Source: an optimization exercise on an open RTL-to-GDS flow (aim: small area, a short achievable clock period and few clock cycles). Production flows keep margins and buffers that such runs may drop.
Where RTL was checked, it was by simulation tests only, not by an equivalence proof against the original.

== the previous run ==
==> flow/design.v (excerpt) <==
module CONVEX(
input               CLK,
input               RST,
input       [4:0]   PT_XY,
output              READ_PT,
output reg  [9:0]   DROP_X,
output reg  [9:0]   DROP_Y,
output reg          DROP_V);
reg  [2:0]  rx_cnt;
reg  [19:0] rx;
reg         rx_full;
reg  [19:0] pn;
reg         pn_v;
reg  [1:0]  npts;
reg         rp_n;                           
assign      READ_PT = !rp_n;
wire        accept   = READ_PT && (rx_cnt == 3'd0 || rx_cnt == 3'd1);
wire [2:0]  rx_cnt_n = accept ? 3'd4 : (rx_cnt != 3'd0 ? rx_cnt - 3'd1 : 3'd0);
wire        rx_done  = (rx_cnt == 3'd1);
wire        pn_take;                        
wire        pn_free  = !pn_v || pn_take;
wire        rx_move  = rx_full && pn_free;
wire        rx_byp   = rx_done && pn_free;
wire        rx_full_n = (rx_done && !pn_free) || (rx_full && !rx_move);
wire        pn_v_n    = rx_move || rx_byp || (pn_v && !pn_take);
always @(posedge CLK) begin
    if (rx_cnt != 3'd0) rx <= {rx[14:0], PT_XY};
    if (rx_move)     pn <= rx;
    else if (rx_byp) pn <= {rx[14:0], PT_XY};
end
always @(posedge CLK or posedge RST) begin
    if (RST) begin
        rx_cnt  <= 3'd0;
        rx_full <= 1'b0;
        pn_v    <= 1'b0;
        rp_n    <= 1'b0;
    end
    else begin
        rx_cnt  <= rx_cnt_n;
        rx_full <= rx_full_n;
        pn_v    <= pn_v_n;
        rp_n    <= !(!rx_full_n && (rx_cnt_n == 3'd0 || (rx_cnt_n == 3'd1 && !pn_v_n)));
    end
end
reg  [19:0] Q [0:11];
reg  [3:0]  cnt;
wire        pop;
reg  [1:0]  npush;
reg  [19:0] D0, D1;
wire [3:0]  base = cnt - {3'd0, pop};
wire        s3_v, s3_first, s3_last, s3_vis;
wire [19:0] s3_A;
reg  [12:0] at;                             
integer k, j;
  ...
For scale: roughly 2700 cells after synthesis, roughly 29000 sq um of cells after synthesis.
export LEC_CHECK = 0
export CAP_MARGIN = 20
export CORE_MARGIN = 2
export CORE_UTILIZATION = 70
export CTS_CLUSTER_DIAMETER = 120
export CTS_CLUSTER_SIZE = 20
export SETUP_SLACK_MARGIN = 5
export SLEW_MARGIN = 20
create_clock -name core_clock -period 8.5 [get_ports {CLK}]
run.sh (not shown) runs the stock make flow with config.mk's settings and CLKGATE_MAP_FILE= SYNTH_SCRIPT=/design/flow/synth_recipe.tcl, a recipe that flattens the netlist after the stock synthesis.
The inputs of the current run differ from those of the previous run as listed below.
diff --git a/flow/config.mk b/flow/config.mk
--- a/flow/config.mk
+++ b/flow/config.mk
@@ -8,5 +8,5 @@
 export CAP_MARGIN = 20
 export CORE_MARGIN = 2
-export CORE_UTILIZATION = 70
+export CORE_UTILIZATION = 55
 export CTS_CLUSTER_DIAMETER = 120
 export CTS_CLUSTER_SIZE = 20
Results
- The current run did not stop at any stage, and its layout met the timing, design-rule and antenna checks.
- The previous run → the current run: maximum frequency roughly the same, layout filler cell count increased by about 60% relative to the old numbers.
- Summary of the current run over the previous run: non-clock buffer count saw an increase; final worst setup slack saw little to no change; global-route wire length before repair saw an increase.
No functional check of the RTL was part of any run of this note.

========
Setup of job 3158:
Another version of the RTL of CONVEX (not shown whole).
Size in the first run: ~530 flip-flops, about 0.029 sq mm of cells after synthesis.
==> flow/config.mk <==
export PLATFORM = sky130hd
export DESIGN_NAME = CONVEX
export DESIGN_NICKNAME = CONVEX
export VERILOG_FILES = /design/flow/design.v
export SDC_FILE = /design/flow/constraint.sdc
export NUM_CORES = 4
export LEC_CHECK = 0
export CAP_MARGIN = 0
export CORE_MARGIN = 2
export CORE_UTILIZATION = 55
export CTS_CLUSTER_DIAMETER = 120
export CTS_CLUSTER_SIZE = 20
export SETUP_SLACK_MARGIN = 5
export SLEW_MARGIN = 0
==> flow/constraint.sdc <==
create_clock -name core_clock -period 8.5 [get_ports {CLK}]
set_input_delay 1.7000 -clock core_clock [delete_from_list [all_inputs] [get_ports {CLK}]]
set_output_delay 1.7000 -clock core_clock [all_outputs]
set_load 0.01 [all_outputs]
Testbench counts of job 3158, summed over its fixed seeds: cycles 23,534.
The inputs of job 9236 differ from those of job 3158 as listed below.
Settings: changing SLEW_MARGIN from 0 to 20; changing CAP_MARGIN from 0 to 20.
==> flow/flow/run.sh (new file) <==
#!/bin/bash
set -euo pipefail
MARGIN=${MARGIN:-5.6}
sed -E "s/SETUP_SLACK_MARGIN=[0-9.]+/SETUP_SLACK_MARGIN=${MARGIN}/" standard.sh > standard_margin.sh
grep -q "SETUP_SLACK_MARGIN=${MARGIN}" standard_margin.sh
bash standard_margin.sh > flow.log 2>&1
==> flow/standard.sh (new file) <==
#!/bin/bash
# synth_recipe.tcl (not shown) runs the flow's synth.tcl, then flattens the netlist and writes it again
# the make line also repeats each setting of config.mk as NAME=value (left out here)
make -C /OpenROAD-flow-scripts/flow DESIGN_CONFIG=/design/flow/config.mk WORK_HOME=/design/flow/orfs CLKGATE_MAP_FILE= SYNTH_SCRIPT=/design/flow/synth_recipe.tcl "${@:-finish}"
removed: flow/run.sh
Results
Between job 9236 and job 3158, iteration-0 DRC count of the detailed router is higher for job 3158, job 9236 comes in under that.
When job 9236 is set beside job 3158, its post-place setup slack turns out to be 0.041 ns larger.
Compared with job 3158, in job 9236 count of flip-flops and latches barely changed; deepest clock path buffer count stayed essentially flat; number of cells on the worst reg-to-reg path moved up; global-route usage climbed 1.6 points.
Inputs modified between job 9236 and job 9493:
==> flow/run.sh (new file) <==
#!/bin/bash
# synth_recipe.tcl (not shown) runs the flow's synth.tcl, then flattens the netlist and writes it again
# the make line also repeats each setting of config.mk as NAME=value (left out here)
make -C /OpenROAD-flow-scripts/flow DESIGN_CONFIG=/design/flow/config.mk WORK_HOME=/design/flow/orfs CLKGATE_MAP_FILE= SYNTH_SCRIPT=/design/flow/synth_recipe.tcl finish
removed: flow/flow/run.sh
removed: flow/standard.sh
--- outcome ---
Job 9493: no failed stages, no open violations at the end
Job 9493 vs. job 9236: total number of cells along the worst setup path now smaller.
Diff job 9236 -> job 9493: global-route usage went down by 1.5 points, routed length on met1 down 610 um, final worst-path setup slack saw a decrease.
Relative to job 9493, the following input files were edited for job 5009:
==> flow/flow/run.sh (new file) <==
#!/bin/bash
set -euo pipefail
MARGIN=${MARGIN:-5.3}
sed -E "s/SETUP_SLACK_MARGIN=[0-9.]+/SETUP_SLACK_MARGIN=${MARGIN}/" standard.sh > standard_margin.sh
grep -q "SETUP_SLACK_MARGIN=${MARGIN}" standard_margin.sh
bash standard_margin.sh > flow.log 2>&1
==> flow/standard.sh (new file) <==
#!/bin/bash
# synth_recipe.tcl (not shown) runs the flow's synth.tcl, then flattens the netlist and writes it again
# the make line also repeats each setting of config.mk as NAME=value (left out here)
make -C /OpenROAD-flow-scripts/flow DESIGN_CONFIG=/design/flow/config.mk WORK_HOME=/design/flow/orfs CLKGATE_MAP_FILE= SYNTH_SCRIPT=/design/flow/synth_recipe.tcl "${@:-finish}"
removed: flow/run.sh
Results
Job 5009 vs job 9493, area growth from synthesis to layout went up by 3.7 points.
On total detailed-routing wirelength, the lower figure sits with job 9493, not job 5009.
Between job 9493 and job 5009, the flow reports final standard cell area without fillers increasing by a few percent.
Taking job 9493 as the reference, in job 5009 global router's overall resource usage went up, layout sequential cell count did not really move.

what the ideal ports hide:
Ports are ideal in the flow. The routed layouts listed here were re-timed in OpenROAD.
Step 1 sets driving cells, clkbuf_16 on the clock port and buf_2 on the other inputs (assumed; they add their load-dependent delay and slew).
Step 2 moves the port delays by t, midway between the first and last clock arrival at a register: inputs arrive t later, outputs are due t later. That takes back most of the time a late clock gives input paths.
a / b / c = no drivers / after step 1 / after step 2; a / b = the first two.
run	shift t [ns]	setup slack, ns	hold slack, ns	worst setup path after step 2
the previous run	0.680	5.113 / 5.076 / 5.113	0.333 / 0.333 / 0.333	register to register
the current run	0.678	5.112 / 5.053 / 5.112	0.328 / 0.328 / 0.328	register to register
job 3158	0.675	5.079 / 5.079 / 5.079	0.333 / 0.333 / 0.333	register to register
job 9236	0.674	5.248 / 5.248 / 5.248	0.338 / 0.338 / 0.338	register to register
job 9493	0.661	5.113 / 5.113 / 5.113	0.331 / 0.331 / 0.331	register to register
job 5009	0.683	5.153 / 5.153 / 5.153	0.333 / 0.333 / 0.333	register to register
After both steps every run listed still meets setup and hold.
